This design comes from an exercise in tuning for small area on the open sky130 flow, not from production work.
The RTL was checked by simulation tests, not by an equivalence proof against the original design.
Power is estimated from default activity; no workload was simulated.

==> run M <==
## Greedy_snake
module  Greedy_snake(
        input                   clk                     ,
        input                   rst_n                   ,
        input                   IRDA_RXD                ,
        output  wire            VGA_SYNC_N              ,
        output  wire            VGA_BLANK_N             ,
        output  wire            VGA_HS                  ,
        output  wire            VGA_VS                  ,
        output  wire  [ 7: 0]   VGA_R                   ,
        output  wire  [ 7: 0]   VGA_G                   ,
        output  wire  [ 7: 0]   VGA_B                   ,
        output  wire  [ 6: 0]   HEX0                    ,
        output  wire  [ 6: 0]   HEX1
);
reg     [ 9: 0]     hc;
reg     [ 9: 0]     vc;
wire                end_h = (hc == 10'd800);
wire                end_v = (vc == 10'd537);
always @(posedge clk or negedge rst_n) begin
    if (!rst_n)
        hc <= 10'd1;
    else if (end_h)
        hc <= 10'd1;
    else
        hc <= hc + 1'b1;
end
always @(posedge clk or negedge rst_n) begin
    if (!rst_n)
        vc <= 10'd13;
    else if (end_h) begin
        if (end_v)
            vc <= 10'd13;
        else
            vc <= vc + 1'b1;
    end
end
localparam  IR_IDLE = 2'd0, IR_C9 = 2'd1, IR_C45 = 2'd2, IR_DATA = 2'd3;
reg     [ 3: 0]     ir_din_r;
reg     [ 1: 0]     ir_st;
reg     [18: 0]     cnt_clk;
reg     [ 4: 0]     cnt_data;
reg     [ 7: 0]     ir_data;
reg                 ir_vld;
wire    ir_h2l  = !ir_din_r[2] &&  ir_din_r[3];
wire    ir_l2h  =  ir_din_r[2] && !ir_din_r[3];
wire    ir_edge = ir_din_r[2] ^ ir_din_r[3];
wire    ok_9ms    = (cnt_clk >= 19'd406) && (cnt_clk <= 19'd619);
wire    ok_4_5ms  = (cnt_clk >= 19'd191) && (cnt_clk <= 19'd347);
wire    ok_560us  = (cnt_clk >= 19'd25)  && (cnt_clk <= 19'd44);
wire    ok_1690us = (cnt_clk >= 19'd94)  && (cnt_clk <= 19'd112);
wire    in_data   = (ir_st == IR_DATA);
wire    add_data  = in_data && ir_h2l;
wire    bad_data  = in_data && ((ir_l2h && !ok_560us) || (ir_h2l && !ok_560us && !ok_1690us));
wire    last_bit  = add_data && (cnt_data == 5'd31);
always @(posedge clk or negedge rst_n) begin
    if (!rst_n)
        ir_din_r <= 4'd0;
    else
        ir_din_r <= {ir_din_r[2:0], IRDA_RXD};
end
always @(posedge clk or negedge rst_n) begin
  ...
export LEC_CHECK = 0
export ABC_AREA = 1
export CAP_MARGIN = 20
export CORE_MARGIN = 2
export CORE_UTILIZATION = 40
export GPL_TIMING_DRIVEN = 0
export SLEW_MARGIN = 20
export SYNTH_MEMORY_MAX_BITS = 16384
create_clock -name core_clock -period 40.0 [get_ports {clk}]
standard.sh (not shown) runs the stock make flow with config.mk's settings and CLKGATE_MAP_FILE= SYNTH_SCRIPT=/design/flow/synth_recipe.tcl, a recipe that flattens the netlist after the stock synthesis.
==> flow/flow/run.sh <==
#!/bin/bash
# Own layout flow: the standard flow (standard.sh), with
#  - clock tree synthesis without dummy loads, with larger sink clusters;
#  - the smallest buffer on the ports.
# Each ORFS step writes its full log under orfs/logs/; make's own output goes
# to make_synth.log and make_finish.log here.
set -euo pipefail
W=$PWD
rm -rf "$W/scripts_mod"
cp -r "$FLOW_HOME/scripts" "$W/scripts_mod"
cp "$W/flow/abc_area.script" "$W/scripts_mod/abc_area.script"
export SCRIPTS_DIR="$W/scripts_mod"
export CTS_ARGS="-sink_clustering_enable -repair_clock_nets -dont_use_dummy_load -sink_clustering_size 12 -sink_clustering_max_diameter 50 -buf_list {sky130_fd_sc_hd__clkbuf_4 sky130_fd_sc_hd__clkbuf_8}"
export BUFFER_PORTS_ARGS="-inputs -outputs -buffer_cell sky130_fd_sc_hd__buf_1"
bash standard.sh synth > "$W/make_synth.log" 2>&1
bash standard.sh > "$W/make_finish.log" 2>&1
==> flow/flow/abc_area.script <==
strash
&get -n
&deepsyn -T 300
&dch -f
&nf -p -R 1000 -F 16 -A 8 -C 32
&put
topo
==> run E (differences from run M) <==
Settings changed: CAP_MARGIN 20 to 10, SLEW_MARGIN 20 to 10.
==> impl_metrics.csv <==
group,metric,value,unit
run_status,status,"timing/DRC/antenna clean",
global_route,grt_util_all_layers,32.5,%
critical_path,crit_arrival,1990,ps
sta,holdWs,354,ps
global_route,grt_util_met1,41.2,%
That was run M.
==> impl_metrics.csv <==
group,metric,value,unit
run_status,status,"timing/DRC/antenna clean",
clock_tree,cts_buffers,17,
clock_tree,cts_resized,0,
critical_path,crit_arrival,1970,ps
yosys,synth_common_cells,"nand2_1, nor2_1, a21oi_1",
pwr,clock_net_power,0.102,mW
route,m1WireLength,27.9,mm
sta,holdWs,353,ps
pwr,p_sw_share,23.7,%
That was run E.

[what the ideal ports hide]
How much do the figures lean on ideal ports? The routed layouts below were timed once more, with nothing changed but the port constraints. Step 1, drivers: a clkbuf_16 drives clk and a buf_2 each remaining input, both assumed. Step 2 also shifts input and output timing later by t, the mid clock arrival at the registers, as if the neighbouring blocks saw the same clock. a / b / c = ideal ports / drivers / drivers and shift; a / b = the first two.
run | t (ns) | setup WS [ns] | worst setup path after step 2 | worst slew at a driven data input, ns
run M | 0.593 | 30.014 / 29.960 / 30.552 | register to output | 0.03
run E | 0.579 | 30.028 / 29.979 / 30.557 | register to output | 0.03
After both steps setup and hold are still met in every run listed.
